Background: an optimization exercise with open tools, aiming at small area, a short achievable clock period and few clock cycles per item. Do not read the settings as production practice. The RTL was checked by simulation tests, not by an equivalence proof against the original design. No activity file was given, so power comes from the tool's default toggle rates.

**flow/flow/run.sh**
```bash
#!/bin/bash
# The standard layout, with every port buffered by the smallest buffer
# (sky130_fd_sc_hd__buf_1) and a leaner clock tree.
set -euo pipefail
bash standard.sh BUFFER_PORTS_ARGS="-buffer_cell sky130_fd_sc_hd__buf_1" CTS_ARGS="-sink_clustering_enable -repair_clock_nets -dont_use_dummy_load -buf_list sky130_fd_sc_hd__clkbuf_8" > standard.log 2>&1
```
**flow/standard.sh**
```bash
#!/bin/bash
# synth_recipe.tcl (not shown) runs the flow's synth.tcl, then flattens the netlist and writes it again
# the make line also repeats each setting of config.mk as NAME=value (left out here)
make -C /OpenROAD-flow-scripts/flow DESIGN_CONFIG=/design/flow/config.mk WORK_HOME=/design/flow/orfs CLKGATE_MAP_FILE= SYNTH_SCRIPT=/design/flow/synth_recipe.tcl "${@:-finish}"
```
**flow/config.mk**
```make
export PLATFORM = sky130hd
export DESIGN_NAME = multiplier_1
export DESIGN_NICKNAME = multiplier_1
export VERILOG_FILES = /design/flow/design.v
export SDC_FILE = /design/flow/constraint.sdc
export NUM_CORES = 4
export LEC_CHECK = 0
export CAP_MARGIN = 20
export CORE_MARGIN = 2
export CORE_UTILIZATION = 55
export PLACE_DENSITY = 0.75
export SETUP_SLACK_MARGIN = 1.2
export SLEW_MARGIN = 20
export SYNTH_HIERARCHICAL = 1
```
**flow/constraint.sdc**
```tcl
create_clock -name core_clock -period 5.0 [get_ports {clk}]
set_input_delay 1.0000 -clock core_clock [delete_from_list [all_inputs] [get_ports {clk}]]
set_output_delay 1.0000 -clock core_clock [all_outputs]
set_load 0.01 [all_outputs]
```
**flow/design.v**
```verilog
module multiplier_1(
    input clk,
    input res_n,
    input start,
    output reg done,
    input [15:0] arg1,
    input [15:0] arg2,
    output reg [31:0] product
    );
    reg busy;                      
    reg [16:0] S, C;               
    reg [7:0] LS, LC;              
    reg [7:0] L;                   
    wire [24:0] hi = ~({S, LS} + {C, LC} + 1'b1);
    wire lc = hi[8] ^ S[0] ^ C[0];    
    wire [7:1] x = busy ? arg2[15:9] : arg2[7:1];
    wire [16:0] i0 = busy ? S : ~{1'b0, arg2[0] ? arg1 : 16'd0};
    wire [16:0] i1 = busy ? C : ~{arg2[8] ? arg1[8:0] : 9'd0, 8'd0};
    wire [6:0] e = ~(busy ? 7'd0 : arg2[8] ? arg1[15:9] : 7'd0);
    wire aci = ~(busy & lc);
    wire [15:0] pp1 = ~(x[1] ? arg1 : 16'd0);
    wire [15:0] pp2 = ~(x[2] ? arg1 : 16'd0);
    wire [15:0] pp3 = ~(x[3] ? arg1 : 16'd0);
    wire [15:0] pp4 = ~(x[4] ? arg1 : 16'd0);
    wire [15:0] pp5 = ~(x[5] ? arg1 : 16'd0);
    wire [15:0] pp6 = ~(x[6] ? arg1 : 16'd0);
    wire [15:0] pp7 = ~(x[7] ? arg1 : 16'd0);
    wire s1;
    wire c2;
    wire s3;
    wire c4;
    wire s5;
    wire c6;
    wire s7;
    wire c8;
    wire s9;
    wire c10;
    wire s11;
    wire c12;
    wire s13;
    wire c14;
    wire s15;
    wire c16;
    wire s17;
    wire c18;
    wire s19;
    wire c20;
    wire s21;
    wire c22;
    wire s23;
    wire c24;
    wire s25;
    wire c26;
    wire s27;
    wire c28;
    wire s29;
    wire c30;
    wire s31;
    wire c32;
    wire s33;
    wire c34;
    wire s35;
    wire c36;
    wire s37;
    wire c38;
    wire s39;
    wire c40;
    wire s41;
    wire c42;
    wire s43;
    wire c44;
    wire s45;
    wire c46;
    wire s47;
    wire c48;
    wire s49;
    wire c50;
    wire s51;
    wire c52;
    wire s53;
    wire c54;
    wire s55;
    wire c56;
    wire s57;
    wire c58;
    wire s59;
    wire c60;
    wire s61;
    wire c62;
    wire s63;
    wire c64;
    wire s65;
    wire c66;
    wire s67;
    wire c68;
    wire s69;
    wire c70;
    wire s71;
    wire c72;
    wire s73;
    wire c74;
    wire s75;
    wire c76;
    wire s77;
    wire c78;
    wire s79;
    wire c80;
    wire s81;
    wire c82;
    wire s83;
    wire c84;
    wire s85;
    wire c86;
    wire s87;
    wire c88;
    wire s89;
    wire c90;
    wire s91;
    wire c92;
    wire s93;
    wire c94;
    wire s95;
    wire c96;
    wire s97;
    wire c98;
    wire s99;
    wire c100;
    wire s101;
    wire c102;
    wire s103;
    wire c104;
    wire s105;
    wire c106;
    wire s107;
    wire c108;
    wire s109;
    wire c110;
    wire s111;
    wire c112;
    wire s113;
    wire c114;
    wire s115;
    wire c116;
    wire s117;
    wire c118;
    wire s119;
    wire c120;
    wire s121;
    wire c122;
    wire s123;
    wire c124;
    wire s125;
    wire c126;
    wire s127;
    wire c128;
    wire s129;
    wire c130;
    wire s131;
    wire c132;
    wire s133;
    wire c134;
    wire s135;
    wire c136;
    wire s137;
    wire c138;
    wire s139;
    wire c140;
    wire s141;
    wire c142;
    wire s143;
    wire c144;
    wire s145;
    wire c146;
    wire s147;
    wire c148;
    wire s149;
    wire c150;
    wire s151;
    wire c152;
    wire s153;
    wire c154;
    wire s155;
    wire c156;
    wire s157;
    wire c158;
    wire s159;
    wire c160;
    wire s161;
    wire c162;
    wire s163;
    wire c164;
    wire s165;
    wire c166;
    wire s167;
    wire c168;
    wire s169;
    wire c170;
    wire s171;
    wire c172;
    wire s173;
    wire c174;
    wire s175;
    wire c176;
    wire s177;
    wire c178;
    wire s179;
    wire c180;
    wire s181;
    wire c182;
    wire s183;
    wire c184;
    wire s185;
    wire c186;
    wire s187;
    wire c188;
    wire s189;
    wire c190;
    wire s191;
    wire c192;
    wire s193;
    wire c194;
    wire s195;
    wire c196;
    wire s197;
    wire c198;
    wire s199;
    wire c200;
    wire s201;
    wire c202;
    wire s203;
    wire c204;
    wire s205;
    wire c206;
    wire s207;
    wire c208;
    wire s209;
    wire c210;
    wire s211;
    wire c212;
    wire s213;
    wire c214;
    wire s215;
    wire c216;
    wire s217;
    wire c218;
    wire s219;
    wire c220;
    wire s221;
    wire c222;
    wire s223;
    wire c224;
    wire s225;
    wire c226;
    mul_fa us1 (.a(i0[5]), .b(i1[5]), .c(1'b1), .s(s1), .co(c2));
    mul_fa us3 (.a(i0[6]), .b(i1[6]), .c(pp1[5]), .s(s3), .co(c4));
    mul_fa us5 (.a(pp2[4]), .b(pp3[3]), .c(1'b1), .s(s5), .co(c6));
    mul_fa us7 (.a(i0[7]), .b(i1[7]), .c(pp1[6]), .s(s7), .co(c8));
    mul_fa us9 (.a(pp2[5]), .b(pp3[4]), .c(pp4[3]), .s(s9), .co(c10));
    mul_fa us11 (.a(pp5[2]), .b(pp6[1]), .c(1'b1), .s(s11), .co(c12));
    mul_fa us13 (.a(i0[8]), .b(i1[8]), .c(pp1[7]), .s(s13), .co(c14));
    mul_fa us15 (.a(pp2[6]), .b(pp3[5]), .c(pp4[4]), .s(s15), .co(c16));
    mul_fa us17 (.a(pp5[3]), .b(pp6[2]), .c(pp7[1]), .s(s17), .co(c18));
    mul_fa us19 (.a(i0[9]), .b(i1[9]), .c(pp1[8]), .s(s19), .co(c20));
    mul_fa us21 (.a(pp2[7]), .b(pp3[6]), .c(pp4[5]), .s(s21), .co(c22));
    mul_fa us23 (.a(pp5[4]), .b(pp6[3]), .c(pp7[2]), .s(s23), .co(c24));
    mul_fa us25 (.a(i0[10]), .b(i1[10]), .c(pp1[9]), .s(s25), .co(c26));
    mul_fa us27 (.a(pp2[8]), .b(pp3[7]), .c(pp4[6]), .s(s27), .co(c28));
    mul_fa us29 (.a(pp5[5]), .b(pp6[4]), .c(pp7[3]), .s(s29), .co(c30));
    mul_fa us31 (.a(i0[11]), .b(i1[11]), .c(pp1[10]), .s(s31), .co(c32));
    mul_fa us33 (.a(pp2[9]), .b(pp3[8]), .c(pp4[7]), .s(s33), .co(c34));
    mul_fa us35 (.a(pp5[6]), .b(pp6[5]), .c(pp7[4]), .s(s35), .co(c36));
    mul_fa us37 (.a(i0[12]), .b(i1[12]), .c(pp1[11]), .s(s37), .co(c38));
    mul_fa us39 (.a(pp2[10]), .b(pp3[9]), .c(pp4[8]), .s(s39), .co(c40));
    mul_fa us41 (.a(pp5[7]), .b(pp6[6]), .c(pp7[5]), .s(s41), .co(c42));
    mul_fa us43 (.a(i0[13]), .b(i1[13]), .c(pp1[12]), .s(s43), .co(c44));
    mul_fa us45 (.a(pp2[11]), .b(pp3[10]), .c(pp4[9]), .s(s45), .co(c46));
    mul_fa us47 (.a(pp5[8]), .b(pp6[7]), .c(pp7[6]), .s(s47), .co(c48));
    mul_fa us49 (.a(i0[14]), .b(i1[14]), .c(pp1[13]), .s(s49), .co(c50));
    mul_fa us51 (.a(pp2[12]), .b(pp3[11]), .c(pp4[10]), .s(s51), .co(c52));
    mul_fa us53 (.a(pp5[9]), .b(pp6[8]), .c(pp7[7]), .s(s53), .co(c54));
    mul_fa us55 (.a(i0[15]), .b(i1[15]), .c(pp1[14]), .s(s55), .co(c56));
    mul_fa us57 (.a(pp2[13]), .b(pp3[12]), .c(pp4[11]), .s(s57), .co(c58));
    mul_fa us59 (.a(pp5[10]), .b(pp6[9]), .c(pp7[8]), .s(s59), .co(c60));
    mul_fa us61 (.a(i0[16]), .b(i1[16]), .c(pp1[15]), .s(s61), .co(c62));
    mul_fa us63 (.a(pp2[14]), .b(pp3[13]), .c(pp4[12]), .s(s63), .co(c64));
    mul_fa us65 (.a(pp5[11]), .b(pp6[10]), .c(pp7[9]), .s(s65), .co(c66));
    mul_fa us67 (.a(e[0]), .b(pp2[15]), .c(pp3[14]), .s(s67), .co(c68));
    mul_fa us69 (.a(pp4[13]), .b(pp5[12]), .c(pp6[11]), .s(s69), .co(c70));
    mul_fa us71 (.a(e[1]), .b(pp3[15]), .c(pp4[14]), .s(s71), .co(c72));
    mul_fa us73 (.a(i0[3]), .b(i1[3]), .c(1'b1), .s(s73), .co(c74));
    mul_fa us75 (.a(i0[4]), .b(i1[4]), .c(pp1[3]), .s(s75), .co(c76));
    mul_fa us77 (.a(pp2[2]), .b(pp3[1]), .c(1'b1), .s(s77), .co(c78));
    mul_fa us79 (.a(s1), .b(pp1[4]), .c(pp2[3]), .s(s79), .co(c80));
    mul_fa us81 (.a(pp3[2]), .b(pp4[1]), .c(pp5[0]), .s(s81), .co(c82));
    mul_fa us83 (.a(s3), .b(s5), .c(pp4[2]), .s(s83), .co(c84));
    mul_fa us85 (.a(pp5[1]), .b(pp6[0]), .c(c2), .s(s85), .co(c86));
    mul_fa us87 (.a(s7), .b(s9), .c(s11), .s(s87), .co(c88));
    mul_fa us89 (.a(pp7[0]), .b(c4), .c(c6), .s(s89), .co(c90));
    mul_fa us91 (.a(s13), .b(s15), .c(s17), .s(s91), .co(c92));
    mul_fa us93 (.a(c8), .b(c10), .c(c12), .s(s93), .co(c94));
    mul_fa us95 (.a(s19), .b(s21), .c(s23), .s(s95), .co(c96));
    mul_fa us97 (.a(c14), .b(c16), .c(c18), .s(s97), .co(c98));
    mul_fa us99 (.a(s25), .b(s27), .c(s29), .s(s99), .co(c100));
    mul_fa us101 (.a(c20), .b(c22), .c(c24), .s(s101), .co(c102));
    mul_fa us103 (.a(s31), .b(s33), .c(s35), .s(s103), .co(c104));
    mul_fa us105 (.a(c26), .b(c28), .c(c30), .s(s105), .co(c106));
    mul_fa us107 (.a(s37), .b(s39), .c(s41), .s(s107), .co(c108));
    mul_fa us109 (.a(c32), .b(c34), .c(c36), .s(s109), .co(c110));
    mul_fa us111 (.a(s43), .b(s45), .c(s47), .s(s111), .co(c112));
    mul_fa us113 (.a(c38), .b(c40), .c(c42), .s(s113), .co(c114));
    mul_fa us115 (.a(s49), .b(s51), .c(s53), .s(s115), .co(c116));
    mul_fa us117 (.a(c44), .b(c46), .c(c48), .s(s117), .co(c118));
    mul_fa us119 (.a(s55), .b(s57), .c(s59), .s(s119), .co(c120));
    mul_fa us121 (.a(c50), .b(c52), .c(c54), .s(s121), .co(c122));
    mul_fa us123 (.a(s61), .b(s63), .c(s65), .s(s123), .co(c124));
    mul_fa us125 (.a(c56), .b(c58), .c(c60), .s(s125), .co(c126));
    mul_fa us127 (.a(s67), .b(s69), .c(pp7[10]), .s(s127), .co(c128));
    mul_fa us129 (.a(c62), .b(c64), .c(c66), .s(s129), .co(c130));
    mul_fa us131 (.a(s71), .b(pp5[13]), .c(pp6[12]), .s(s131), .co(c132));
    mul_fa us133 (.a(pp7[11]), .b(c68), .c(c70), .s(s133), .co(c134));
    mul_fa us135 (.a(e[2]), .b(pp4[15]), .c(pp5[14]), .s(s135), .co(c136));
    mul_fa us137 (.a(pp6[13]), .b(pp7[12]), .c(c72), .s(s137), .co(c138));
    mul_fa us139 (.a(e[3]), .b(pp5[15]), .c(pp6[14]), .s(s139), .co(c140));
    mul_fa us141 (.a(i0[2]), .b(i1[2]), .c(1'b1), .s(s141), .co(c142));
    mul_fa us143 (.a(s73), .b(pp1[2]), .c(pp2[1]), .s(s143), .co(c144));
    mul_fa us145 (.a(s75), .b(s77), .c(pp4[0]), .s(s145), .co(c146));
    mul_fa us147 (.a(s79), .b(s81), .c(c76), .s(s147), .co(c148));
    mul_fa us149 (.a(s83), .b(s85), .c(c80), .s(s149), .co(c150));
    mul_fa us151 (.a(s87), .b(s89), .c(c84), .s(s151), .co(c152));
    mul_fa us153 (.a(s91), .b(s93), .c(c88), .s(s153), .co(c154));
    mul_fa us155 (.a(s95), .b(s97), .c(c92), .s(s155), .co(c156));
    mul_fa us157 (.a(s99), .b(s101), .c(c96), .s(s157), .co(c158));
    mul_fa us159 (.a(s103), .b(s105), .c(c100), .s(s159), .co(c160));
    mul_fa us161 (.a(s107), .b(s109), .c(c104), .s(s161), .co(c162));
    mul_fa us163 (.a(s111), .b(s113), .c(c108), .s(s163), .co(c164));
    mul_fa us165 (.a(s115), .b(s117), .c(c112), .s(s165), .co(c166));
    mul_fa us167 (.a(s119), .b(s121), .c(c116), .s(s167), .co(c168));
    mul_fa us169 (.a(s123), .b(s125), .c(c120), .s(s169), .co(c170));
    mul_fa us171 (.a(s127), .b(s129), .c(c124), .s(s171), .co(c172));
    mul_fa us173 (.a(s131), .b(s133), .c(c128), .s(s173), .co(c174));
    mul_fa us175 (.a(s135), .b(s137), .c(c132), .s(s175), .co(c176));
    mul_fa us177 (.a(s139), .b(pp7[13]), .c(c136), .s(s177), .co(c178));
    mul_fa us179 (.a(e[4]), .b(pp6[15]), .c(pp7[14]), .s(s179), .co(c180));
    mul_fa us181 (.a(i0[0]), .b(i1[0]), .c(1'b1), .s(s181), .co(c182));
    mul_fa us183 (.a(i0[1]), .b(i1[1]), .c(pp1[0]), .s(s183), .co(c184));
    mul_fa us185 (.a(s141), .b(pp1[1]), .c(pp2[0]), .s(s185), .co(c186));
    mul_fa us187 (.a(s143), .b(pp3[0]), .c(c142), .s(s187), .co(c188));
    mul_fa us189 (.a(s145), .b(c74), .c(c144), .s(s189), .co(c190));
    mul_fa us191 (.a(s147), .b(c78), .c(c146), .s(s191), .co(c192));
    mul_fa us193 (.a(s149), .b(c82), .c(c148), .s(s193), .co(c194));
    mul_fa us195 (.a(s151), .b(c86), .c(c150), .s(s195), .co(c196));
    mul_fa us197 (.a(s153), .b(c90), .c(c152), .s(s197), .co(c198));
    mul_fa us199 (.a(s155), .b(c94), .c(c154), .s(s199), .co(c200));
    mul_fa us201 (.a(s157), .b(c98), .c(c156), .s(s201), .co(c202));
    mul_fa us203 (.a(s159), .b(c102), .c(c158), .s(s203), .co(c204));
    mul_fa us205 (.a(s161), .b(c106), .c(c160), .s(s205), .co(c206));
    mul_fa us207 (.a(s163), .b(c110), .c(c162), .s(s207), .co(c208));
    mul_fa us209 (.a(s165), .b(c114), .c(c164), .s(s209), .co(c210));
    mul_fa us211 (.a(s167), .b(c118), .c(c166), .s(s211), .co(c212));
    mul_fa us213 (.a(s169), .b(c122), .c(c168), .s(s213), .co(c214));
    mul_fa us215 (.a(s171), .b(c126), .c(c170), .s(s215), .co(c216));
    mul_fa us217 (.a(s173), .b(c130), .c(c172), .s(s217), .co(c218));
    mul_fa us219 (.a(s175), .b(c134), .c(c174), .s(s219), .co(c220));
    mul_fa us221 (.a(s177), .b(c138), .c(c176), .s(s221), .co(c222));
    mul_fa us223 (.a(s179), .b(c140), .c(c178), .s(s223), .co(c224));
    mul_fa us225 (.a(e[5]), .b(pp7[15]), .c(c180), .s(s225), .co(c226));
    wire [24:0] ra = {1'b1, e[6], s225, s223, s221, s219, s217, s215, s213, s211, s209, s207, s205, s203, s201, s199, s197, s195, s193, s191, s189, s187, s185, s183, s181};
    wire [24:0] rb = {1'b1, c226, c224, c222, c220, c218, c216, c214, c212, c210, c208, c206, c204, c202, c200, c198, c196, c194, c192, c190, c188, c186, c184, c182, aci};
    always @(*) product = {hi[23:0], L};
    always @(posedge clk) begin
        if (!res_n) begin
            done <= 1'b0;
            busy <= 1'b0;
        end else if (!done) begin
            if (busy) begin
                busy <= 1'b0;
                done <= 1'b1;
            end else if (start)
                busy <= 1'b1;
        end
        if (!done) begin
            S <= ra[24:8];
            C <= rb[24:8];
            LS <= ra[7:0];
            LC <= rb[7:0];
            L <= hi[7:0];
        end
    end
endmodule
module mul_fa(input a, input b, input c, output s, output co);
    assign {co, s} = a + b + c;
endmodule
```
==> run notes <==
[Yosys stat by module (local to each module, per instance)]
| module | cells | copies in the design |
|---|---|---|
| mul_fa | 1 | 113 |
| multiplier_1 | 470 | 1 |
[layout by cell type, fill, tap and decap left out, drive strengths merged, types with 5 or more instances in the layout]
cell | synthesis | routed
a31oi | 5 | 5
nor2b | 27 | 27
a21o | 8 | 8
nand2 | 143 | 143
buf | 19 | 76
nand2b | 11 | 11
ha | 23 | 23
edfxtp | 56 | 56
xnor2 | 14 | 14
o21ai | 8 | 8
mux2 | 16 | 16
inv | 10 | 9
clkbuf | 22 | 13
fa | 114 | 114
conb | 1 | 8
nand3 | 5 | 5
nor2 | 15 | 15
a21oi | 32 | 32
xor2 | 8 | 8
o21bai | 5 | 5
[what timing repair did]
action / 4_1_cts / 5_1_grt
hold buffers: 0 / 0
resized for setup: 3 / 14
buffers inserted: 1 / 1
pin swaps: 1 / 4
setup endpoints to repair: 29 / 35
[worst min-delay path by stage]
stage	end	slack, ps	depth (start not counted)
2_1_floorplan	busy	520	2
3_3_place_gp	busy	500	2
3_5_place_dp	busy	540	2
4_1_cts	busy	540	2
5_1_grt	busy	590	2
6_report	busy	540	2
[state kept, by name, summed over array words and instances (netlist names)]
register,count
C,16
S,16
L,8
LC,8
done,1
busy,1
LS,8
[where the power goes]
group / total, mW / internal [mW] / switching [mW]
combinational: 3.25 / 1.37 / 1.88
clock: 0.330 / 0.160 / 0.170
sequential: 1.01 / 0.882 / 0.129
[critical path, cell delays in order]
cell and delay [ps]:
buf_1 360, nand2_1 90, mux2_2 300, fa_1 520, fa_1 520, fa_1 520
fa_1 470
[cell type report]
class | instances | share of cell area, %
Timing Repair Buffer | 80 | 5.12
Inverter | 10 | 0.553
Multi-Input combinational cell | 481 | 65.4
Clock buffer | 9 | 1.77
Tap cell | 143 | 2.55
Sequential cell | 58 | 24.6
[cell families (layout without fill, tap and decap cells)]
group / after synthesis / count (layout) / share of synthesized area [%]
simple gates: 213 / 213 / 14.5
fa+ha+maj: 137 / 137 / 39.8
flops: 58 / 58 / 26.7
compound gates: 84 / 84 / 9.52
buf+inv: 51 / 99 / 3.26
other cells: 1 / 8 / 0.0581
xor+xnor: 23 / 23 / 3.34
mux: 16 / 16 / 2.79
[stage by stage]
step | total power, mW | cells
after global routing | 5.00 | 781
after global placement | 4.02 | 770
final | 4.59 | 781
after floorplan | 3.32 | 590
after detailed placement | 4.17 | 770
after CTS | 4.52 | 780
[metal layers]
metal	vias to the layer above	global-route usage, %	part of all wire, %
met4	0	7.48	1.6
met5	-	0	0
met1	2362	33.7	41
met3	24	4.97	6.2
li1	2047	-	-
met2	190	45.5	51
==> results.sh <==
export IMPL_dieArea_um2=12600
export IMPL_die_w_um=112
export IMPL_maxSlewViolCount=0
export IMPL_status="no timing/DRC/antenna violations"
export IMPL_reg2reg_depth=7
export IMPL_setup_tns_ps=0
export IMPL_synth_most_common_cell="nand2_1"
export IMPL_htreeDepth=3
export IMPL_ys_warn_count=7
export IMPL_antenna_found_initial=0
export IMPL_cts_buffers=9
export IMPL_grt_pass1_vias=4950
export IMPL_finalSetupViolCount=0
export IMPL_drtIter0Drc=374
export IMPL_path_class="in2reg"
export IMPL_drc_errors=0
export IMPL_overflow=0
export IMPL_netlist_instances=583
export IMPL_start_kind="primary input"
export IMPL_port_buffers=67
export IMPL_clock_latency_ps=340
export IMPL_final_setup_worst_slack_ps=1300
export IMPL_start_util_pct=56.5
export IMPL_leakage_nw=2.43
export IMPL_drt_pass1_iter_count=5
export IMPL_synth_area_top_cells="fa_1 (35%), edfxtp_1 (26%), nand2_1 (8.3%)"
export IMPL_postRouteAntennaNets=0
export IMPL_place_area_um2=6820
export IMPL_diodes=0
export IMPL_cts_tree="built"
export IMPL_ys_seq_elements=58
export IMPL_globalplace_congestion=0.899
export IMPL_cts_num_sinks=58
export IMPL_syn2layout_area_growth_pct=8.67
export IMPL_num_vias=4623
export IMPL_r2r_end="S[0]"
export IMPL_setup_worst_path_end_class="flop"
export IMPL_synth_common_cells="nand2_1 (143), fa_1 (114), edfxtp_1 (56)"
export IMPL_path_clk_slew_ps=60
export IMPL_power_density_nw_per_um2=655
export IMPL_fillers=925
export IMPL_root_buffer="clkbuf_8"
export IMPL_crit_arrival_ps=3770
export IMPL_track_usage_pct=26.1
export IMPL_multi_input_area_um2=4590
export IMPL_fin_crit_sh_pct=74.1
export IMPL_min_period_ps=3700
export IMPL_nets=812
export IMPL_worstPathRequired_ps=5070
export IMPL_rsz0062_at_grt="true"
export IMPL_yosysTopAreaCell="fa_1"
export IMPL_worstMarginPinSlew_ps=963
export IMPL_final_util_pct=61.4
export IMPL_max_cap_violations=0
export IMPL_slew_headroom_pct=35.7
export IMPL_hold_path_class="reg2reg"
export IMPL_timing_hold_ws_ps=537
export IMPL_hold_viol=0
export IMPL_grt_max_degree=57
export IMPL_wl_per_cell_um=20.1
export IMPL_ff_latch_area_um2=1720
export IMPL_cp_max_fo=9
export IMPL_synth_top_area_share_pct=35.4
export IMPL_drive_gt1_share_pct=9.87
export IMPL_ys_types=52
export IMPL_dp_slack_ps=662
export IMPL_ys_flop_type="edfxtp_1"
export IMPL_fmax_ghz=0.270
export IMPL_core_um2=11400
export IMPL_peakVddDrop_v=0.000555
export IMPL_dieHeight_um=112
export IMPL_async_reset_ff_share_pct=0
export IMPL_r2r_setup_slack_ps=1430
export IMPL_clk_path_buf_depth=2
export IMPL_ys_seq_area_share_pct=26.7
export IMPL_vias_per_cell=5.92
export IMPL_rows=39
export IMPL_worstHoldStart="done"
export IMPL_routed_wl_um=15700
export IMPL_synth_edf_count=56
export IMPL_io_pins=68
export IMPL_fin_area_um2=7010
export IMPL_crit_start="arg1[12]"
export IMPL_skew_ps=21.0
export IMPL_reg2reg_from="busy"
export IMPL_hpwlAfterDp_um=12000
export IMPL_grt_pass1_wl_um=25600
export IMPL_critPathCapture="S[4]"
export IMPL_synth_avg_cell_area_um2=11.1
export IMPL_synth_area_um2=6450
Testbench counts, summed over its fixed seeds: cycles 568, items 192.

afterwards: timing with drivers on the ports:
No port has a modelled driver above. Below, the same layout with a new extraction and two added sets of constraints.
Step 1: set_driving_cell puts a clkbuf_16 on clk and a buf_2 on each other input, an assumption about the parent block.
Step 2 moves the port delays by t, midway between the first and last clock arrival at a register: inputs arrive t later, outputs are due t later. That takes back most of the time a late clock gives input paths.
Slacks: ideal / step 1 / step 2; pairs: ideal / step 1.
shift t [ns]: 0.358
setup slack, ns: 1.296 / 1.305 / 0.946
latest minus earliest clock arrival (ns): 0.021 / 0.021
worst register clock-pin slew, ns: 0.07 / 0.07
cell pins on the clock port's net: 1
After both steps setup and hold are still met in this run. The setup slack of this run moves by +0.009 ns with the drivers and by -0.350 ns with both steps.
